This is an optimization exercise on Yosys and OpenROAD, whose aim is small area, not a production implementation. Function was checked by simulation only, so behaviour that the tests miss may differ from the original. No activity file was given, so power comes from the tool's default toggle rates.

==> flow/design.v, too long to show whole: its modules and the start of the top module <==
// module SRRC_filter: 1697 lines
// module srrc_fa: 6 lines
// module srrc_ha: 6 lines
// module srrc_nand2: 5 lines
// module srrc_nor2: 5 lines
module SRRC_filter (clk, reset, symb_in, symb_out);
  // ...
==> flow/flow/run.sh <==
#!/bin/bash
# The standard layout (standard.sh) with two changes:
#  * clock tree synthesis uses clkbuf_8 and adds no dummy balancing loads;
#  * the port buffers that buffer_ports inserts are buf_1 cells.
set -e
export CTS_ARGS="-sink_clustering_enable -repair_clock_nets -dont_use_dummy_load -buf_list sky130_fd_sc_hd__clkbuf_8"
export BUFFER_PORTS_ARGS="-buffer_cell sky130_fd_sc_hd__buf_1"
bash standard.sh > standard.log 2>&1
==> flow/standard.sh <==
#!/bin/bash
# synth_recipe.tcl (not shown) runs the flow's synth.tcl, then flattens the netlist and writes it again
# the make line also repeats each setting of config.mk as NAME=value (left out here)
make -C /OpenROAD-flow-scripts/flow DESIGN_CONFIG=/design/flow/config.mk WORK_HOME=/design/flow/orfs CLKGATE_MAP_FILE= SYNTH_SCRIPT=/design/flow/synth_recipe.tcl "${@:-finish}"
==> flow/config.mk <==
export PLATFORM = sky130hd
export DESIGN_NAME = SRRC_filter
export DESIGN_NICKNAME = SRRC_filter
export VERILOG_FILES = /design/flow/design.v
export SDC_FILE = /design/flow/constraint.sdc
export NUM_CORES = 4
export LEC_CHECK = 0
export CAP_MARGIN = 20
export CORE_MARGIN = 2
export CORE_UTILIZATION = 40
export SLEW_MARGIN = 20
export SYNTH_HIERARCHICAL = 1
export SYNTH_MINIMUM_KEEP_SIZE = 0
==> flow/constraint.sdc <==
create_clock -name core_clock -period 10.0 [get_ports {clk}]
set_input_delay 2.0000 -clock core_clock [delete_from_list [all_inputs] [get_ports {clk}]]
set_output_delay 2.0000 -clock core_clock [all_outputs]
set_load 0.01 [all_outputs]
==> impl_results.md, run 1 <==
- Clock group total power: 0.380 mW
- Clock buffer count in the final layout: 17
- TNS Setup: 0 ps
- Chip Height: 181.8 µm
- Cell taking the most area after synthesis: sky130_fd_sc_hd__fa_1
- Syn. warnings: 7
- Critical Path Most Common Cell: sky130_fd_sc_hd__fa_1
- Number of nets with antenna violations after detailed routing: 0
- Result of the run: complete, no violations
- Depth of the CTS H-tree: 4
- Via count of the first global-routing pass: 7,349
- RSZ-0062 raised after global routing: no
- Number of antenna violations at the first check in global routing: 0
- Final cell count without fillers: 1,323
- Mapped Area: 12,640 µm²
- Post-route core utilization: 42.79%
- Cell class ranked first by area: multi-input combinational cells
- Vias per std cell: 4.712
- Fraction of power consumed by sequential logic: 29.4%
- First-pass DRT Iterations: 4
- Source-to-sink clock delay at the later pin of the worst-skew pair: 470 ps
- Wire length on met3: 1.687 mm
- Share of Yosys cell area claimed by the top area cell type: 55.74%
- Launch point of the worst hold path: r18[4]
- Fillers: 2,842
- Mux share of post-synthesis cell area: 0%
- Number of endpoints failing setup at the final stage: 0
- Smallest setup slack after layout: 826.2 ps
==> run 2, diff against run 1 <==
==> flow/flow/run.sh (replaced) <==
#!/bin/bash
# The standard layout (standard.sh) with two changes:
#  * clock tree synthesis uses clkbuf_4/8, clusters of up to 24 sinks and adds no dummy balancing loads;
#  * the port buffers that buffer_ports inserts are buf_1 cells.
set -e
export CTS_ARGS="-sink_clustering_enable -repair_clock_nets -dont_use_dummy_load -buf_list {sky130_fd_sc_hd__clkbuf_4 sky130_fd_sc_hd__clkbuf_8} -sink_clustering_size 24 -sink_clustering_max_diameter 80"
export BUFFER_PORTS_ARGS="-buffer_cell sky130_fd_sc_hd__buf_1"
bash standard.sh > standard.log 2>&1
==> run 2 against run 1 <==
Against the previous run: critical path depth did not move; combinational power barely moved; flip-flop and latch count did not move; clock-buffer cell count did not move; global-route usage did not move; sequential share of layout area did not move; clock skew did not move; die area did not move; critical path type unchanged.
==> impl_results.md, run 2 <==
- Critical path type: flip-flop to flip-flop (unchanged)
- Cell taking the most area after synthesis: sky130_fd_sc_hd__fa_1 (unchanged)
- TNS Setup: 0 ps (unchanged)
- Critical Path Most Common Cell: sky130_fd_sc_hd__fa_1 (unchanged)
- CP startpoint kind: flip-flop (unchanged)
- RSZ-0062 raised after global routing: no (unchanged)
- Flip-flop and latch count after synthesis: 185 (unchanged)
- Buffer levels on the longest clock path: 2 (unchanged)
- Fillers: 2,842 (unchanged)
- Total inserted antenna cells: 0 (unchanged)
- CTS-repair resized insts: 0 (unchanged)
- Maximum frequency from static timing analysis: 109.0 MHz (unchanged)
- Multi-input combinational cell area: 8503 µm² (unchanged)
- Via count of the first global-routing pass: 7,349 (unchanged)
- Clock net sink count: 185 (unchanged)
- Vias per std cell: 4.712 (unchanged)
- Synthesized netlist cell count: 894 (unchanged)
- Max_cap viols: 0 (unchanged)
- Final Hold Slack: 380.3 ps (unchanged)
- Depth of the CTS H-tree: 4 (unchanged)
- Area growth from synthesis to layout: 5.968% (unchanged)
- Number of nets produced by synthesis: 1,304 (unchanged)
- Fraction of registers with async set or reset after synthesis: 0% (unchanged)
- Die outline width: 181.8 µm (unchanged)
- Setup Slack @ Placement: 790.1 ps (unchanged)
- Static power due to leakage: 5.282 nW (unchanged)
- Sequential share of the synthesized area: 29.30% (unchanged)
- Cells taking the most area after synthesis: sky130_fd_sc_hd__fa_1, sky130_fd_sc_hd__dfxtp_1, sky130_fd_sc_hd__ha_1 (unchanged)
- CP arrival: 9470 ps (about the same)
- Fin crit share: 91.74% (unchanged)
- Clk network pwr share: 14.3% (about the same)
- Type of destination of the critical path: flip-flop (unchanged)
- Chip Height: 181.8 µm (unchanged)
- Clock transition at path regs: 100 ps (about the same)
- Post-CTS Repair Setup Buffers: 0 (unchanged)
- Result of the run: complete, no violations (unchanged)
- Via count: 6,234 (unchanged)
- DRC errors left: 0 (unchanged)
- Period minus WS final: 9174 ps (unchanged)
- Maximum clock skew at final layout: 36.67 ps (unchanged)
- Max-slew violations: 0 (unchanged)
- Num ports: 18 (unchanged)
- HPWL reported at the end of detailed placement: 25.06 mm (unchanged)
- Pin count of the biggest net entering global routing: 90 (unchanged)
- Final cell count without fillers: 1,323 (unchanged)
- Switching power summed over all nets: 1.023 mW (unchanged)
- Final wirelength: 27.91 mm (unchanged)
- Floorplan Core Area: 31,310 µm² (unchanged)
- Most frequently used cell type in the post-synthesis netlist: sky130_fd_sc_hd__fa_1 (unchanged)
- First-pass DRT Iterations: 4 (unchanged)
- Slew at the pin with the worst max-slew slack: 737.6 ps (unchanged)
- Slowest Stage Delay on Critical Path: 540 ps (about the same)
- Number of placement rows: 65 (unchanged)
- Leading cell types in the layout, fill and taps excluded: sky130_fd_sc_hd__fa_1, sky130_fd_sc_hd__dfxtp_1, sky130_fd_sc_hd__inv_1 (unchanged)
- Number of buffer and inverter stages on the critical path: 0 (unchanged)
- Internal power: 1.634 mW (unchanged)
- Number of failing hold endpoints at the final stage: 0 (unchanged)
- Post-route core utilization: 42.79% (unchanged)
- Layout Nets: 1,333 (unchanged)
- FF/Latch Area: 3704 µm² (unchanged)
- Ratio of total power to cell area: 198.4 nW/µm² (unchanged)
- Mapped Area: 12,640 µm² (unchanged)
- Floorplan die area: 33,040 µm² (unchanged)
- Fraction of power consumed by combinational cells: 56.3% (about the same)
- Routability Congestion: 0.9201 (unchanged)
- Smallest setup slack after layout: 826.2 ps (unchanged)
- Average wire length per cell after detail routing: 21.10 µm (unchanged)
- Total power of the final layout: 2.658 mW (unchanged)
- Number of flops mapped to enable cells by yosys: 0 (unchanged)
- Peak supply drop: 0.1800 mV (unchanged)
- Cell with the biggest individual delay on the critical path: sky130_fd_sc_hd__fa_1 (unchanged)
- Crit path required time: 10,300 ps (about the same)
- Violation count after the first detailed-route iteration: 398 (unchanged)
- CTS tree: done (unchanged)
- Most used flip-flop cell after synthesis: sky130_fd_sc_hd__dfxtp_1 (unchanged)
- Avg Cell Area, Syn: 14.14 µm² (unchanged)
- Root buffer cell: sky130_fd_sc_hd__clkbuf_8 (unchanged)
- Placed Cells: 1,306 (unchanged)
- Number of nets with antenna violations after detailed routing: 0 (unchanged)
- Hold-fix buffer count after cts: 0 (unchanged)
- Number of unique standard cell types used by synthesis: 25 (unchanged)
- Leading cell type in the layout, fill and taps excluded: sky130_fd_sc_hd__fa_1 (unchanged)
- Fraction of power consumed by sequential logic: 29.4% (about the same)
- Top cells by instance count after synthesis: sky130_fd_sc_hd__fa_1, sky130_fd_sc_hd__dfxtp_1, sky130_fd_sc_hd__inv_1, sky130_fd_sc_hd__nor2_1, sky130_fd_sc_hd__nand2_1 (unchanged)
- Source-to-sink clock delay at the later pin of the worst-skew pair: 470 ps (about the same)
- Wire length of the first global-routing pass: 43.08 mm (unchanged)
- Share of Yosys cell area claimed by the top area cell type: 55.74% (unchanged)
- I/O Buffers: 17 (unchanged)
- Critical path's top delay family: adder cells (unchanged)
- Number of endpoints failing setup at the final stage: 0 (unchanged)
- Global-route congestion overflow total: 0 (unchanged)
- Switching power as a share of total power: 38.51% (unchanged)
- Number of antenna violations at the first check in global routing: 0 (unchanged)
- Relative slew slack: 50.82% (unchanged)
- Placed Instance Area: 13,160 µm² (unchanged)
- Class of the tightest hold or removal check: flip-flop to flip-flop (unchanged)
- Syn. warnings: 7 (unchanged)
- Starting Density: 40.38% (unchanged)
- Maximum fanout encountered on the critical timing path: 2 (unchanged)
- Slack of the worst reg-to-reg path: 830 ps (about the same)
- Total GRT Usage: 18.46% (unchanged)
- Critical path cell sequence: ha_1 > fa_1 > fa_1 > fa_1 > fa_1 > fa_1 > fa_1 > fa_1 > fa_1 > fa_1 > fa_1 > fa_1 > fa_1 > fa_1 > fa_1 > fa_1 > fa_1 > fa_1 > fa_1 > fa_1 > nor2_1 (unchanged)
- Cell area after layout: 13,400 µm² (unchanged)
- Number of CTS-inserted buffers: 17 (unchanged)
- Ratio of cells with drive above 1 in the final layout: 2.389% (unchanged)
-- run 2: cell counts in the layout (fill, tap and decap cells not counted) --
No cell type changed its count.
-- run 2: path summary, 6_finish.rpt --
path,startpoint,end,depth (start not counted)
setup reg to reg,r8[0],rb16,21
hold reg to reg,r18[4],r19[4],1
setup / recovery,r8[0],rb16,21
hold / removal,r18[4],r19[4],1
-- run 2: cells by family (layout without fill, tap and decap cells) --
| family | Yosys count | count (layout) | share of synthesized area (%) |
|---|---|---|---|
| DFF | 185 | 185 | 29.30 |
| AOI/OAI and AO/OA | 9 | 9 | 0.5740 |
| adders and majority gates | 401 | 401 | 60.58 |
| and+or+nand+nor | 191 | 191 | 5.899 |
| xor gates and xnor gates | 3 | 3 | 0.2079 |
| buffers and inverters | 105 | 132 | 3.444 |
-- run 2: routing by layer --
| layer | wire [µm] | vias to the layer above | global-route usage [%] |
|---|---|---|---|
| met2 | 13810 | 121 | 29.95 |
| met4 | 578 | 0 | 5.724 |
| met3 | 1687 | 29 | 3.630 |
| li1 | - | 2715 | - |
| met5 | 0 | - | 0 |
| met1 | 11840 | 3369 | 25.29 |
-- run 2: area by class of cell --
class,count,area share (%)
Timing Repair Buffer,18,0.5604
Sequential cell,185,27.65
Multi-Input combinational cell,604,63.47
Tap cell,402,3.755
Clock buffer,17,1.747
Inverter,97,2.821
-- run 2: power groups by stage --
stage / registers (mW) / logic (mW) / clock network (mW)
final: 0.781 / 1.50 / 0.380
after global routing: 0.785 / 1.74 / 0.423
after CTS: 0.782 / 1.54 / 0.401
after detailed placement: 0.799 / 1.54 / 0
after global placement: 0.799 / 1.50 / 0
after floorplan: 0.796 / 1.22 / 0
-- run 2: worst reg2reg max path: stages (launching register included) --
cell and delay [ps]:
sky130_fd_sc_hd__dfxtp_1 330, sky130_fd_sc_hd__ha_1 210, sky130_fd_sc_hd__fa_1 440, sky130_fd_sc_hd__fa_1 400, sky130_fd_sc_hd__fa_1 410, sky130_fd_sc_hd__fa_1 400, sky130_fd_sc_hd__fa_1 390, sky130_fd_sc_hd__fa_1 540
sky130_fd_sc_hd__fa_1 480, sky130_fd_sc_hd__fa_1 390, sky130_fd_sc_hd__fa_1 520, sky130_fd_sc_hd__fa_1 480, sky130_fd_sc_hd__fa_1 420, sky130_fd_sc_hd__fa_1 540, sky130_fd_sc_hd__fa_1 440, sky130_fd_sc_hd__fa_1 390
sky130_fd_sc_hd__fa_1 400, sky130_fd_sc_hd__fa_1 480, sky130_fd_sc_hd__fa_1 430, sky130_fd_sc_hd__fa_1 410, sky130_fd_sc_hd__fa_1 500, sky130_fd_sc_hd__nor2_1 40
-- run 2: modules after synthesis (local to each module, per instance) --
module       times used  cells inside  flops+latches
srrc_fa             352             1              0
srrc_ha              28             1              0
SRRC_filter           1           347            185
srrc_nand2           87             1              0
srrc_nor2            80             1              0

-- what the ideal ports hide --
The results above use ideal ports. As a check the final layouts listed here were re-extracted and re-timed, cells and wires unchanged.
Step 1: set_driving_cell puts a clkbuf_16 on clk and a buf_2 on each other input, an assumption about the parent block.
Step 2 moves the port delays by t, midway between the first and last clock arrival at a register: inputs arrive t later, outputs are due t later. That takes back most of the time a late clock gives input paths.
a / b / c = ideal ports / drivers / drivers and shift; a / b = the first two.
| run | t, ns | setup WS [ns] | slew at the worst register clock pin (ns) | cell pins on the clock port's net |
|---|---|---|---|---|
| run 1 | 0.499 | 0.826 / 0.826 / 0.826 | 0.10 / 0.10 | 1 |
| run 2 | 0.499 | 0.826 / 0.826 / 0.826 | 0.10 / 0.10 | 1 |
After both steps every run listed still meets setup and hold.
